Source: an optimization exercise on an open RTL-to-GDS flow (aim: small area, a short achievable clock period and few clock cycles per item). Production flows keep margins and buffers that such runs may drop.
RTL that was checked went through simulation tests only; none was proved equivalent to the original.
No activity file was given, so power comes from the tool's default toggle rates.

## mdu_top
module mdu_top
(
    input  logic         clk,
    input  logic         rst,
    input  logic         in_valid,
    input  logic [2:0]   in_op,
    input  logic [31:0]  in_rs1,
    input  logic [31:0]  in_rs2,
    input  logic [31:0]  in_pc,
    input  logic [31:0]  in_inst,
    input  logic [4:0]   in_rd_addr,
    input  logic [4:0]   in_rs1_addr,
    input  logic [4:0]   in_rs2_addr,
    input  logic         in_regf_we,
    input  logic [4:0]   in_rob_idx,
    output logic         out_valid,
    output logic [31:0]  out_rd_data,
    output logic [31:0]  out_pc,
    output logic [31:0]  out_inst,
    output logic [4:0]   out_rd_addr,
    output logic [4:0]   out_rs1_addr,
    output logic [4:0]   out_rs2_addr,
    output logic         out_regf_we,
    output logic [4:0]   out_rob_idx
);
Size in the first run: ~3200 cells after synthesis, ~120 flip-flops, about 270 I/O pins, ~22000 um^2 of cells after synthesis.
clock: 13.0 ns
lec_check: 0
abc_clock_period_in_ps: 9000
cap_margin: 30
core_margin: 2
core_utilization: 40
slew_margin: 30
run.sh (not shown) runs the stock make flow with config.mk's settings and CLKGATE_MAP_FILE= SYNTH_SCRIPT=/design/flow/synth_recipe.tcl, a recipe that flattens the netlist after the stock synthesis.
The first run completed without violations.
Rerun with:
ABC_CLOCK_PERIOD_IN_PS = unset   (was 9000)
The new run completed without violations.
Global-route usage does not change.
Final area stays the same.
Power stays the same.
Utilization does not change.
Critical path depth stays the same.
Cell count does not change.
Hold slack does not change.
Rerun with:
ABC_AREA = 1   (was unset)
SETUP_SLACK_MARGIN = 4   (was unset)
=>
- The changed run completed without violations
- cell area shrinks by 5.2%
- routed wire length shrinks by 16%
- setup slack improved by 2.4 ns
- utilization grows by 2.1 points
Rerun with:
SETUP_SLACK_MARGIN = unset   (was 4)
Outcome: Die area is unchanged. Critical path depth went down by 2. Setup slack gets worse by 2.6 ns. Final cell count went down by 1.5%. Total power went down by 4.8%. Routed wire length went down by 2.8%.
No run of this note included a check of the RTL's function; only the layout flow was run.

========
Setup of build 68:
mdu_top, a different RTL version from the one above (not shown whole).
For scale: ~3900 cells after synthesis, about 270 I/O pins, ~23000 um^2 of cells after synthesis.
clock: 13.0 ns
lec_check: 0
abc_area: 1
abc_clock_period_in_ps: 7000
cap_margin: 30
core_margin: 2
core_utilization: 40
setup_slack_margin: 5
slew_margin: 30
Build 68 ran to completion and came out clean on the timing, design-rule and antenna checks.
Testbench counts of build 68, summed over its fixed seeds: cycles 142,920, ops 24,000.
Input-level comparison between build 73 and build 68:
# build 68
export LEC_CHECK = 0
export ABC_AREA = 1
export ABC_CLOCK_PERIOD_IN_PS = 7000
export CAP_MARGIN = 30
export CORE_MARGIN = 2
export CORE_UTILIZATION = 40
export SETUP_SLACK_MARGIN = 5
export SLEW_MARGIN = 30
create_clock -name core_clock -period 13.0 [get_ports {clk}]
# build 73
export LEC_CHECK = 0
export ABC_AREA = 1
export CAP_MARGIN = 30
export CORE_MARGIN = 2
export CORE_UTILIZATION = 40
export CTS_BUF_LIST = sky130_fd_sc_hd__clkbuf_4 sky130_fd_sc_hd__clkbuf_8
export CTS_CLUSTER_SIZE = 30
export SETUP_SLACK_MARGIN = 5
export SLEW_MARGIN = 30
create_clock -name core_clock -period 13.0 [get_ports {clk}]
Findings:
- Build 73 ran to completion and came out clean on the timing, design-rule and antenna checks.
- Compared with build 68, finished layout cell area in build 73 decreased slightly.
- Switching share of power: build 73 vs build 68 up 0.86 points
- Cell with the largest stage delay on the worst path: sky130_fd_sc_hd__clkdlybuf4s50_1 -> build 73, sky130_fd_sc_hd__dlygate4sd2_1 -> build 68
- Register fraction of the total cell area: build 73 vs build 68 — no meaningful difference
### build 73 -> build 83
# build 73
export LEC_CHECK = 0
export ABC_AREA = 1
export CAP_MARGIN = 30
export CORE_MARGIN = 2
export CORE_UTILIZATION = 40
export CTS_BUF_LIST = sky130_fd_sc_hd__clkbuf_4 sky130_fd_sc_hd__clkbuf_8
export CTS_CLUSTER_SIZE = 30
export SETUP_SLACK_MARGIN = 5
export SLEW_MARGIN = 30
create_clock -name core_clock -period 13.0 [get_ports {clk}]
# build 83
export LEC_CHECK = 0
export ABC_AREA = 1
export CAP_MARGIN = 30
export CORE_MARGIN = 2
export CORE_UTILIZATION = 40
export SETUP_SLACK_MARGIN = 5
export SLEW_MARGIN = 30
create_clock -name core_clock -period 13.0 [get_ports {clk}]
- In terms of minimum hold slack, build 73 and build 83 differ only marginally.
- Higher critical path depth among build 83 and build 73: build 83
- Compared build 83 against build 73; sequential share of layout area within noise.
- The run with more setup slack is build 73; build 83 has less.
Input-level comparison between build 49 and build 83:
# build 83
export LEC_CHECK = 0
export ABC_AREA = 1
export CAP_MARGIN = 30
export CORE_MARGIN = 2
export CORE_UTILIZATION = 40
export SETUP_SLACK_MARGIN = 5
export SLEW_MARGIN = 30
create_clock -name core_clock -period 13.0 [get_ports {clk}]
# build 49
export LEC_CHECK = 0
export ABC_AREA = 1
export CAP_MARGIN = 30
export CORE_MARGIN = 2
export CORE_UTILIZATION = 40
export CTS_BUF_LIST = sky130_fd_sc_hd__clkbuf_4 sky130_fd_sc_hd__clkbuf_8
export CTS_CLUSTER_SIZE = 30
export GPL_ROUTABILITY_DRIVEN = 0
export SETUP_SLACK_MARGIN = 5
export SLEW_MARGIN = 30
create_clock -name core_clock -period 13.0 [get_ports {clk}]
### Flow results
- Taking build 83 as the reference, in build 49 setup fix buffers added after clock tree synthesis lower; portion of the layout cell area used by non-clock buffers roughly the same; per-cell routed wire length lower; worst slack at placement higher.
- Relative to build 83, area added between synthesis and finish has gone down in build 49.
- On number of filler cells placed in the layout, the higher figure sits with build 83, not build 49.
- Cell count: build 49 vs build 83, no meaningful difference
- Count of buffers not belonging to the clock network in the layout in build 49 is 3 below build 83.

========
Starting RTL as in the previous note.
Settings: LEC_CHECK=0, ABC_AREA=1, CAP_MARGIN=30, CORE_MARGIN=2, CORE_UTILIZATION=40, CTS_BUF_LIST=sky130_fd_sc_hd__clkbuf_4 sky130_fd_sc_hd__clkbuf_8, CTS_CLUSTER_SIZE=30, SETUP_SLACK_MARGIN=5, SLEW_MARGIN=30, TNS_END_PERCENT=20; clock period 13.0 ns.
The starting point went through all stages and came out clean.
Testbench counts at the start, summed over its fixed seeds: cycles 142,920, ops 24,000.
Edit:
- CORE_UTILIZATION: 40 -> 45
- TNS_END_PERCENT: 20 -> default
=> Total power grows by a few percent; cell count drops slightly; die area came out lower by roughly a tenth.
Edit:
- ABC_AREA: 1 -> default
- CORE_UTILIZATION: 45 -> 40
- maximum frequency goes down by 0.77%
- die area goes up by 15%
- global-route usage shrinks by 6.0 points
- worst setup slack gets worse by 60 ps
- hold slack gains 48 ps
- cell area went up by 4.2%

========
== violet ==
Starting RTL as in the previous note.
export LEC_CHECK = 0
export ABC_AREA = 1
export CAP_MARGIN = 30
export CORE_MARGIN = 2
export CORE_UTILIZATION = 40
export CTS_BUF_LIST = sky130_fd_sc_hd__clkbuf_4 sky130_fd_sc_hd__clkbuf_8
export CTS_CLUSTER_SIZE = 50
export SETUP_SLACK_MARGIN = 5
export SLEW_MARGIN = 30
create_clock -name core_clock -period 13.0 [get_ports {clk}]
violet finished all stages; the layout is clean.
Testbench counts of violet, summed over its fixed seeds: cycles 142,920, ops 24,000.
### violet -> garnet
Settings: CTS_CLUSTER_SIZE: 50 -> unset; CTS_BUF_LIST: sky130_fd_sc_hd__clkbuf_4 sky130_fd_sc_hd__clkbuf_8 -> unset; CORE_UTILIZATION: 40 -> 55.
### Flow results
garnet against violet: maximum number of pins on one net before global-route repair went down 9.7%, maximum operating frequency went down about 2.5%.
violet -> garnet: width of the chip decreased by more than 10%
garnet: number of buffers other than clock buffers in the final layout 13 above violet
garnet vs violet — worst path setup slack after routing dropped 190 ps.
For the count of clock-buffer cells in the layout, garnet came in 1 higher than violet did.
Relative to violet, die area has decreased by 27% in garnet.
Compared to violet, garnet has proportion of power drawn by the clock network 2.0 points higher.
Of the two values seen for worst-path cell with the longest stage delay, dlygate4sd2_1 was produced by garnet and clkdlybuf4s50_1 by violet.
What harbor does differently from garnet at the input level:
Settings: setting CTS_BUF_LIST to sky130_fd_sc_hd__clkbuf_4 sky130_fd_sc_hd__clkbuf_8 for the first time; setting CTS_CLUSTER_SIZE to 30 for the first time; changing CORE_UTILIZATION from 55 to 40; setting PLACE_DENSITY to 0.7 for the first time.
Notes after the runs:
- Each of the runs, namely garnet and harbor, reached the end of the flow and came out clean.
- Diff garnet -> harbor: final wirelength picked up an extra 1.3%; combinational group power lost about 1%; chip height has increased.
- Total power: harbor better than garnet
- Wire length of the first global-routing pass on harbor is up relative to garnet.
- Worst-path cell with the longest stage delay: nor3_1 -> harbor, dlygate4sd2_1 -> garnet
- Looking at critical path depth across garnet and harbor, the one that comes out higher is garnet.
- Changes observed in harbor relative to garnet: utilization down 17 points; worst setup slack up 62 ps.

[afterwards: timing with drivers on the ports]
The flow's constraints put no driver on any port. The routed layouts listed below were extracted and timed again, unchanged, in two steps. Step 1 assumes that a clkbuf_16 drives the clock port and a buf_2 every other input. Step 2 moves the port delays by t, midway between the first and last clock arrival at a register: inputs arrive t later, outputs are due t later. That takes back most of the time a late clock gives input paths. Three values: ideal ports, drivers, drivers and shift; two values: the first two.
run | t, ns | setup WS [ns] | slew at the worst register clock pin (ns) | worst data-port slew with drivers (ns)
the first run of note 1 | 0.481 | 1.917 / 1.917 / 1.917 | 0.06 / 0.06 | 0.07
the second run of note 1 | 0.481 | 1.917 / 1.917 / 1.917 | 0.06 / 0.06 | 0.07
the third run of note 1 | 0.514 | 4.364 / 4.364 / 4.035 | 0.07 / 0.07 | 0.12
the fourth run of note 1 | 0.506 | 1.795 / 1.795 / 1.795 | 0.07 / 0.07 | 0.12
build 68 | 0.492 | 5.280 / 5.322 / 4.830 | 0.06 / 0.06 | 0.06
build 73 | 0.524 | 5.332 / 5.352 / 4.841 | 0.09 / 0.09 | 0.06
build 83 | 0.492 | 5.280 / 5.322 / 4.830 | 0.06 / 0.06 | 0.06
build 49 | 0.518 | 5.292 / 5.255 / 4.737 | 0.09 / 0.09 | 0.08
the first run of note 3 | 0.520 | 5.026 / 5.055 / 4.535 | 0.09 / 0.09 | 0.06
the second run of note 3 | 0.538 | 5.294 / 5.275 / 4.737 | 0.09 / 0.09 | 0.08
the third run of note 3 | 0.549 | 5.234 / 5.270 / 4.721 | 0.09 / 0.09 | 0.07
violet | 0.524 | 5.332 / 5.352 / 4.841 | 0.09 / 0.09 | 0.06
garnet | 0.494 | 5.138 / 5.171 / 4.676 | 0.06 / 0.06 | 0.10
harbor | 0.542 | 5.200 / 5.207 / 4.665 | 0.09 / 0.09 | 0.08
After both steps setup and hold are still met in every run listed. For the second run of note 3, which loses most, drivers alone change the setup slack by -0.019 ns; drivers and shift together by -0.557 ns.
